This is an optimization exercise on Yosys and OpenROAD, whose aim is small area, not a production implementation.
The RTL was checked by simulation tests, not by an equivalence proof against the original design.
Power and IR drop assume default switching activity.

==> flow/design.v <==
module ALU(input [7:0] a, b, input [3:0] oper, input clk,
           output reg [7:0] msb, lsb);
    wire [7:0] pp [0:7];
    wire [7:0] s  [0:7];    
    wire [6:0] c  [0:7];    
    wire [15:0] prod;
    genvar i, j, k;
    generate
        for (i = 0; i < 8; i = i + 1) begin : ppg
            assign pp[i] = a & {8{b[i]}};
        end
        assign s[0] = pp[0];
        assign c[0] = 7'h00;
        for (i = 1; i < 8; i = i + 1) begin : mrow
            for (j = 0; j < 7; j = j + 1) begin : mcl
                wire x = pp[i][j];
                wire y = s[i-1][j+1];
                wire z = c[i-1][j];
                assign s[i][j] = x ^ y ^ z;
                assign c[i][j] = (x & y) | (x & z) | (y & z);
            end
            assign s[i][7] = pp[i][7];
        end
        for (i = 0; i < 8; i = i + 1) begin : plo
            assign prod[i] = s[i][0];
        end
    endgenerate
    wire [7:0] fc;
    assign fc[0] = 1'b0;
    generate
        for (j = 0; j < 7; j = j + 1) begin : fadd
            wire x = s[7][j+1];
            wire y = c[7][j];
            assign prod[8+j] = x ^ y ^ fc[j];
            assign fc[j+1] = (x & y) | (x & fc[j]) | (y & fc[j]);
        end
    endgenerate
    assign prod[15] = fc[7];
    wire isdiv = (oper == 4'h3) | (oper == 4'h4);
    wire add   = (oper == 4'h0);
    wire gt    = (oper == 4'hE);
    wire [7:0] q;
    wire co;
    generate
        for (k = 7; k >= 0; k = k - 1) begin : row
            localparam integer W = 8 - k;
            wire [W-1:0] x;
            wire [W-1:0] bb;
            wire [W:0]   cc;
            wire [W-1:0] r;
            wire         qq;
            if (k == 7) begin : first
                assign x = a[7];
            end else begin : next
                assign x = {row[k+1].r, a[k]};
            end
            if (k == 0) begin : r0
                assign bb = b ^ {8{add}};
                assign cc[0] = ~(add | gt);
                assign qq = ~isdiv | cc[W];
                assign co = cc[W];
            end else begin : rk
                assign bb = b[W-1:0];
                assign cc[0] = 1'b1;
                assign qq = isdiv & ~|b[7:W] & cc[W];
            end
            for (j = 0; j < W; j = j + 1) begin : bt
                assign cc[j+1] = (x[j] & ~bb[j]) | (x[j] & cc[j]) | (~bb[j] & cc[j]);
                assign r[j] = x[j] ^ (qq & (~bb[j] ^ cc[j]));
            end
            assign q[k] = (k == 0) ? cc[W] : qq;
        end
    endgenerate
    wire [7:0] rem = row[0].r;
    always @(posedge clk) begin
        case (oper)
            4'h0: {msb, lsb} <= {7'h00, co, rem};
            4'h1: {msb, lsb} <= {{8{~co}}, rem};
            4'h2: {msb, lsb} <= prod;
            4'h3: {msb, lsb} <= {8'h00, q};
            4'h4: {msb, lsb} <= {8'h00, rem};
            4'h5: {msb, lsb} <= {8'h00, a & b};
            4'h6: {msb, lsb} <= {8'hFF, ~(a & b)};
            4'h7: {msb, lsb} <= {8'h00, a | b};
            4'h8: {msb, lsb} <= {8'hFF, ~(a | b)};
            4'h9: {msb, lsb} <= {8'h00, a ^ b};
            4'hA: {msb, lsb} <= {8'hFF, a ~^ b};
            4'hB: {msb, lsb} <= {8'hFF, ~a};
            4'hC: {msb, lsb} <= {7'h00, a, 1'b0};
            4'hD: {msb, lsb} <= {9'h000, a[7:1]};
            4'hE: {msb, lsb} <= {15'h0000, co};
            default: {msb, lsb} <= {15'h0000, ~co};
        endcase
    end
endmodule
==> flow/flow/run.sh <==
#!/bin/bash
# Own flow: the standard synthesis (kept for reference), then the
# hand-built netlist in flow/net.v (same registers, same names) in its place,
# then the standard layout from floorplan to finish. Port buffers are
# buf_1 cells.
set -euo pipefail
R=orfs/results/$FLOW_PLATFORM/ALU/base
bash standard.sh synth > std_synth.log 2>&1
cp $R/1_2_yosys.v std_1_2_yosys.v
cp flow/net.v $R/1_2_yosys.v
touch $R/1_2_yosys.v
bash standard.sh "BUFFER_PORTS_ARGS=-buffer_cell sky130_fd_sc_hd__buf_2" finish > layout.log 2>&1
==> flow/standard.sh <==
#!/bin/bash
# synth_recipe.tcl (not shown) runs the flow's synth.tcl, then flattens the netlist and writes it again
# the make line also repeats each setting of config.mk as NAME=value (left out here)
make -C /OpenROAD-flow-scripts/flow DESIGN_CONFIG=/design/flow/config.mk WORK_HOME=/design/flow/orfs CLKGATE_MAP_FILE= SYNTH_SCRIPT=/design/flow/synth_recipe.tcl "${@:-finish}"
==> flow/config.mk <==
export PLATFORM = sky130hd
export DESIGN_NAME = ALU
export DESIGN_NICKNAME = ALU
export VERILOG_FILES = /design/flow/design.v
export SDC_FILE = /design/flow/constraint.sdc
export NUM_CORES = 4
export LEC_CHECK = 0
export CAP_MARGIN = 0
export CORE_MARGIN = 2
export CORE_UTILIZATION = 40
export CTS_BUF_LIST = sky130_fd_sc_hd__clkbuf_4
export GPL_TIMING_DRIVEN = 0
export SETUP_SLACK_MARGIN = -0.8
export SLEW_MARGIN = 0
==> flow/constraint.sdc <==
create_clock -name core_clock -period 12.5 [get_ports {clk}]
set_input_delay 2.5000 -clock core_clock [delete_from_list [all_inputs] [get_ports {clk}]]
set_output_delay 2.5000 -clock core_clock [all_outputs]
set_load 0.01 [all_outputs]
Not shown: flow/flow/net.v
==> results.yml, run 1 <==
run_status:
  status: "no timing/DRC/antenna violations"
finish:
  seq_share_pct: 8.18
  nonClkBufAreaFrac_pct: 4.92
  seq_area_um2: 320
  layout_common_cells: "122 x nand2_1, 67 x nor2_1, 48 x fa_1"
  clk_share_pct: 0.575
  largestClassByArea: "multi-input combinational cells"
  drive_gt1_share_pct: 9.98
  multi_input_gates: 420
  seq_cells: 16
  num-nonclk-inverters: 24
worst_setup_path:
  crit_cells: 55
  crit_slowest_cell: "buf_2"
  slowest_delay_ns: 0.32
  crit_arrival_ns: 11.95
pwr:
  ir_drop_uv: 34.9
  powerDensity_nw_per_um2: 90.2
  maxPowerGroup: "combinational cells"
  p_total_uw: 353
  power_frac_seq_pct: 17.8
  pg_comb_uw: 264
global_route:
  grt_pass1_vias: 3224
  grt_pass1_wl_mm: 15.4
  overflow: 0
floorplan:
  die_area_um2: 9670
  die_h_um: 98.4
drt:
  ant_nets: 0
  avgRoutedWirePerCell_um: 14.5
  wl_mm: 8.84
  highest_layer: "met4"
  wl_met3_um: 397
  wl_met2_mm: 4.31
timing:
  finalSetupViolations: 0
  slew_viol_final: 0
  relSlewSlack_pct: 12.1
worst_hold_path:
  hold_depth: 3
  hp-class: "in -> reg"
cts:
  clkSinkCount: 16
placement:
  pre_cts_ws_ns: 0.163
  dp_cells: 605
yosys:
  syn_nets: 530
==> inputs of run 2 (changes only) <==
--- a/flow/config.mk
+++ b/flow/config.mk
@@ -12,3 +12,3 @@
 export GPL_TIMING_DRIVEN = 0
-export SETUP_SLACK_MARGIN = -0.8
+export SETUP_SLACK_MARGIN = -1.1
 export SLEW_MARGIN = 0
==> results.yml, run 2 <==
global_route:
  grt_pass1_wl_mm: 15.4
  overflow: 0
  track_usage_pct: 19.3
  grt_util_met3_pct: 1.72
  grt_max_degree: 28
  use_met1_pct: 26.1
  antenna_found_initial: 0
  grt_pass1_vias: 3224
  grt_busiest_layer: "met2"
  grtUsageMet2_pct: 33.1
pwr:
  p_total_uw: 353
  clock_power_share_pct: 7.5
  switching_power_uw: 161
  power_frac_seq_pct: 17.8
  combPwrFrac_pct: 74.7
  switching_share_pct: 45.6
  leakagePower_nw: 1.43
  powerDensity_nw_per_um2: 90.5
  cellInternalPower_uw: 192
  ir_drop_uv: 35.1
drt:
  drc_errors: 0
  avgRoutedWirePerCell_um: 14.6
  dr.pass1.iters: 5
  vias: 3311
  ant_nets: 0
  drtIter0Drc: 137
  wl_mm: 8.90
  vias_per_cell: 5.45
yosys:
  netlist_area_um2: 3560
  avgSynthCellArea_um2: 7.72
  syn_nets: 530
  yosys_warnings: 1
  syn_inst: 461
run_status:
  status: "no timing/DRC/antenna violations"
timing:
  worst_pin_slew_ns: 1.27
  min_period_over_period_pct: 95.7
  relSlewSlack_pct: 14.5
  timing.fmax_mhz: 83.6
  finalHoldViolCount: 0
  slew_viol_final: 0
  tns_ns: 0
  finalSetupViolations: 0
  fin_crit_ns: 11.96
  fin_hold_ws_ns: 2.68
placement:
  io_buffers: 36
  hpwl_mm: 7.00
  place_congestion: 0.875
  dp_cells: 605
worst_setup_path:
  crit_top_cell: "o21ai_1"
  slowest_delay_ns: 0.36
  worstSetupEndpointType: "flop"
  cp.required_ns: 12.68
  path_class: "in -> reg"
  crit_arrival_ns: 12.14
  crit_slowest_cell: "o21ai_0"
  start_kind: "input port"
  path_max_fanout: 17
finish:
  layout_commonest_cell: "nand2_1"
  final_cells: 608
  nFillCells: 919
  layout.nets: 571
  drive_gt1_share_pct: 9.60
  area_growth_syn_to_layout_pct: 9.59
  antenna_cells: 0
  layout_common_cells: "122 x nand2_1, 67 x nor2_1, 48 x fa_1"
cts:
  cts-buffers-inserted: 3
  clkSinkCount: 16
  cts_tree: "built"
  clkTransAtPathRegs_ns: 0.09
  ctsHtreeMaxLevel: 1
  post-cts-setup-buffers: 0
  cts_root_buf: "clkbuf_4"
  clock_path_buffers: 2
floorplan:
  die_x_um: 98.4
  initial_utilization_pct: 41.0
  coreArea_um2: 8680
  num_rows: 34
  die_area_um2: 9670
  ios: 37
  die_h_um: 98.4
worst_hold_path:
  hp-class: "in -> reg"
  worstHoldStart: "a[1]"
  hold_path_end: "lsb[0]$_DFF_P_"
  hold_depth: 3
flow_run:
  maxCapViolations: 0
[run 2: changes by cell type in the layout (fill, tap and decap cells not counted), sizes merged]
cell / change
buf: -1
[run 2: cell type report]
| type | instances | area (um^2) | area share [%] |
|---|---|---|---|
| Clock buffer | 3 | 22.5 | 0.577 |
| Buffer | 1 | 5.00 | 0.128 |
| Inverter | 24 | 93.8 | 2.40 |
| Tap cell | 108 | 135 | 3.46 |
| Multi-Input combinational cell | 420 | 3150 | 80.6 |
| Sequential cell | 16 | 320 | 8.21 |
| Timing Repair Buffer | 36 | 180 | 4.62 |
[run 2: worst max-delay path by stage]
stage / start / endpoint / slack, ns
2_1_floorplan: b[6] / lsb[0]$_DFF_P_ / 2.19
3_3_place_gp: b[0] / lsb[5]$_DFF_P_ / 0.34
3_5_place_dp: b[0] / lsb[0]$_DFF_P_ / 0.16
4_1_cts: b[0] / lsb[0]$_DFF_P_ / 0.43
5_1_grt: b[0] / lsb[0]$_DFF_P_ / -1.01
6_report: b[0] / lsb[0]$_DFF_P_ / 0.54
[run 2: what timing repair did]
item	in CTS	in global routing
hold endpoints to repair	0	0
gates resized for setup	0	1
endpoints found under the setup margin	0	1
hold buffers	0	0
[run 2: layer usage]
metal	wire [um]	part of all wire (%)
met3	334	3.8
met2	4280	48
met4	133	1.5
met5	0	0
met1	4150	47
[run 2: power by group through the flow]
stage	sequential (mW)	clock, mW	combinational (mW)
2_1_floorplan	0.0697	0	0.191
5_1_grt	0.0637	0.0295	0.304
3_3_place_gp	0.0640	0	0.263
6_report	0.0628	0.0263	0.264
3_5_place_dp	0.0642	0	0.268
4_1_cts	0.0630	0.0270	0.268
[run 2: worst max-delay path, delay by kind of cell]
family | cells | cell delay (ns)
muxes | 1 | 0.22
AOI/OAI and AO/OA | 29 | 5.15
buffers and inverters | 3 | 0.93
and+or+nand+nor | 18 | 2.22
xor gates and xnor gates | 4 | 1.08
[run 2: metrics by stage]
stage               utilization, %  setup WS [ns]  cell area (um^2)
floorplan                        -           2.19              3560
global placement              44.7          0.340              3880
detailed placement            44.7          0.163              3880
CTS                           44.9          0.428              3900
global route                  45.0          -1.01              3900
finish                        45.0          0.536              3900
==> inputs of run 3 (changes only) <==
--- a/flow/config.mk
+++ b/flow/config.mk
@@ -10,3 +10,3 @@
 export CORE_UTILIZATION = 40
-export CTS_BUF_LIST = sky130_fd_sc_hd__clkbuf_4
+export CTS_BUF_LIST = sky130_fd_sc_hd__clkbuf_8
 export GPL_TIMING_DRIVEN = 0
==> results.yml, run 3 <==
yosys:
  avgSynthCellArea_um2: 7.72
  yosys_warnings: 1
  syn_nets: 530
  netlist_area_um2: 3560
  syn_inst: 461
floorplan:
  die_area_um2: 9670
  die_h_um: 98.4
  ios: 37
  coreArea_um2: 8680
  num_rows: 34
  initial_utilization_pct: 41.0
  die_x_um: 98.4
worst_setup_path:
  worst-path-buf-inv: 3
  crit_top_cell: "o21ai_1"
  slowest_delay_ns: 0.36
  crit_arrival_ns: 12.18
  path_max_fanout: 17
  crit_slowest_cell: "o21ai_0"
  worstSetupEndpointType: "flop"
  cp.required_ns: 12.63
  path_delay_family: "compound AO/OA/AOI/OAI gates"
  path_class: "in -> reg"
  start_kind: "input port"
drt:
  dr.pass1.iters: 4
  vias_per_cell: 5.44
  wl_mm: 8.86
  vias: 3308
  avgRoutedWirePerCell_um: 14.6
  ant_nets: 0
  drtIter0Drc: 140
  drc_errors: 0
finish:
  nFillCells: 918
  antenna_cells: 0
  area_growth_syn_to_layout_pct: 10.1
  layout_commonest_cell: "nand2_1"
  final_cells: 608
  layout_common_cells: "122 x nand2_1, 67 x nor2_1, 48 x fa_1"
  drive_gt1_share_pct: 9.60
  layout.nets: 571
cts:
  cts-hold-fix-buffers: 0
  post-cts-setup-buffers: 0
  cts_resized: 0
  clock_path_buffers: 2
  ctsHtreeMaxLevel: 1
  clkTransAtPathRegs_ns: 0.06
  cts_tree: "built"
  cts-buffers-inserted: 3
  cts_root_buf: "clkbuf_8"
  clkSinkCount: 16
placement:
  io_buffers: 36
  hpwl_mm: 7.00
  pre_cts_ws_ns: 0.163
  place_congestion: 0.875
  dp_cells: 605
timing:
  slew_viol_final: 0
  relSlewSlack_pct: 12.1
  fin_hold_ws_ns: 2.71
  worst_pin_slew_ns: 1.31
  timing.fmax_mhz: 83.0
  finalHoldViolCount: 0
  fin_crit_ns: 12.05
  min_period_over_period_pct: 96.4
  setup_ws_ns: 0.454
  finalSetupViolations: 0
global_route:
  track_usage_pct: 19.3
  overflow: 0
  grt_pass1_wl_mm: 15.4
  antenna_found_initial: 0
  grt_pass1_vias: 3224
  grt_max_degree: 28
pwr:
  combPwrFrac_pct: 72.5
  p_total_uw: 364
  ir_drop_uv: 36.0
  power_frac_seq_pct: 17.3
  powerDensity_nw_per_um2: 92.8
  cellInternalPower_uw: 202
  leakagePower_nw: 1.44
  clock_power_share_pct: 10.2
  switching_share_pct: 44.5
  switching_power_uw: 162
run_status:
  status: "no timing/DRC/antenna violations"
worst_hold_path:
  hp-class: "in -> reg"
flow_run:
  maxCapViolations: 0
## run 3: changes by cell type in the layout (fill, tap and decap cells not counted)
cell	previous run	this run
clkbuf_4	3	0
clkbuf_8	0	3
## run 3: final timing paths
| kind | startpoint | endpoint | slack (ns) | cells after the start |
|---|---|---|---|---|
| max | b[0] | lsb[0]$_DFF_P_ | 0.45 | 55 |
| min | a[1] | lsb[0]$_DFF_P_ | 2.71 | 3 |
## run 3: stage by stage
step | util, % | instance area (um^2) | TNS, ns
3_5_place_dp | 44.7 | 3880 | 0
4_1_cts | 45.1 | 3920 | 0
5_1_grt | 45.2 | 3920 | -14.84
6_report | 45.2 | 3920 | 0
2_1_floorplan | - | 3560 | 0
3_3_place_gp | 44.7 | 3880 | 0
## run 3: tightest hold or removal path: cells and delay by family
| kind | cells | cell delay, ns |
|---|---|---|
| buf+inv | 1 | 0.24 |
| simple gates | 1 | 0.06 |
| compound gates | 1 | 0.12 |
## run 3: power groups by stage
stage	clock [mW]	combinational [mW]	sequential (mW)
6_report	0.0372	0.264	0.0630
5_1_grt	0.0407	0.304	0.0638
2_1_floorplan	0	0.191	0.0697
3_5_place_dp	0	0.268	0.0642
3_3_place_gp	0	0.263	0.0640
4_1_cts	0.0382	0.268	0.0631
## run 3: metal layers
metal / vias to the layer above / track usage [%] / routed length [um]
met2: 74 / 33.1 / 4280
met3: 12 / 1.72 / 352
met4: 0 / 5.27 / 137
met5: - / 0 / 0
li1: 1630 / - / -
met1: 1592 / 26.1 / 4080
## run 3: area by class of cell
type	count	area (um^2)	share of cell area, %
timing repair buffer	36	180	4.59
clock buffer	3	41.3	1.05
inverter	24	93.8	2.39
buffer	1	5.00	0.128
multi-input combinational	420	3150	80.2
sequential	16	320	8.17
tap	108	135	3.45

-- what the ideal ports hide --
Ports are ideal in the flow. The routed layouts listed here were re-timed in OpenROAD. Step 1, drivers: a clkbuf_16 drives clk and a buf_2 each remaining input, both assumed. Step 2 times the ports against the registers' clock, not the clock port: input delays grow and output delays shrink by t, the midpoint of the rising clock arrivals with the driver on. a / b / c = ideal ports / drivers / drivers and shift; a / b = the first two.
run	shift t [ns]	setup WS [ns]	hold slack, ns
run 1	0.305	0.727 / 0.730 / 0.425	2.668 / 2.671 / 2.927
run 2	0.307	0.536 / 0.540 / 0.233	2.675 / 2.679 / 2.926
run 3	0.271	0.454 / 0.460 / 0.189	2.707 / 2.708 / 2.917
After both steps every run listed still meets setup and hold. For run 2, which loses most, drivers alone change the setup slack by +0.004 ns; drivers and shift together by -0.303 ns.
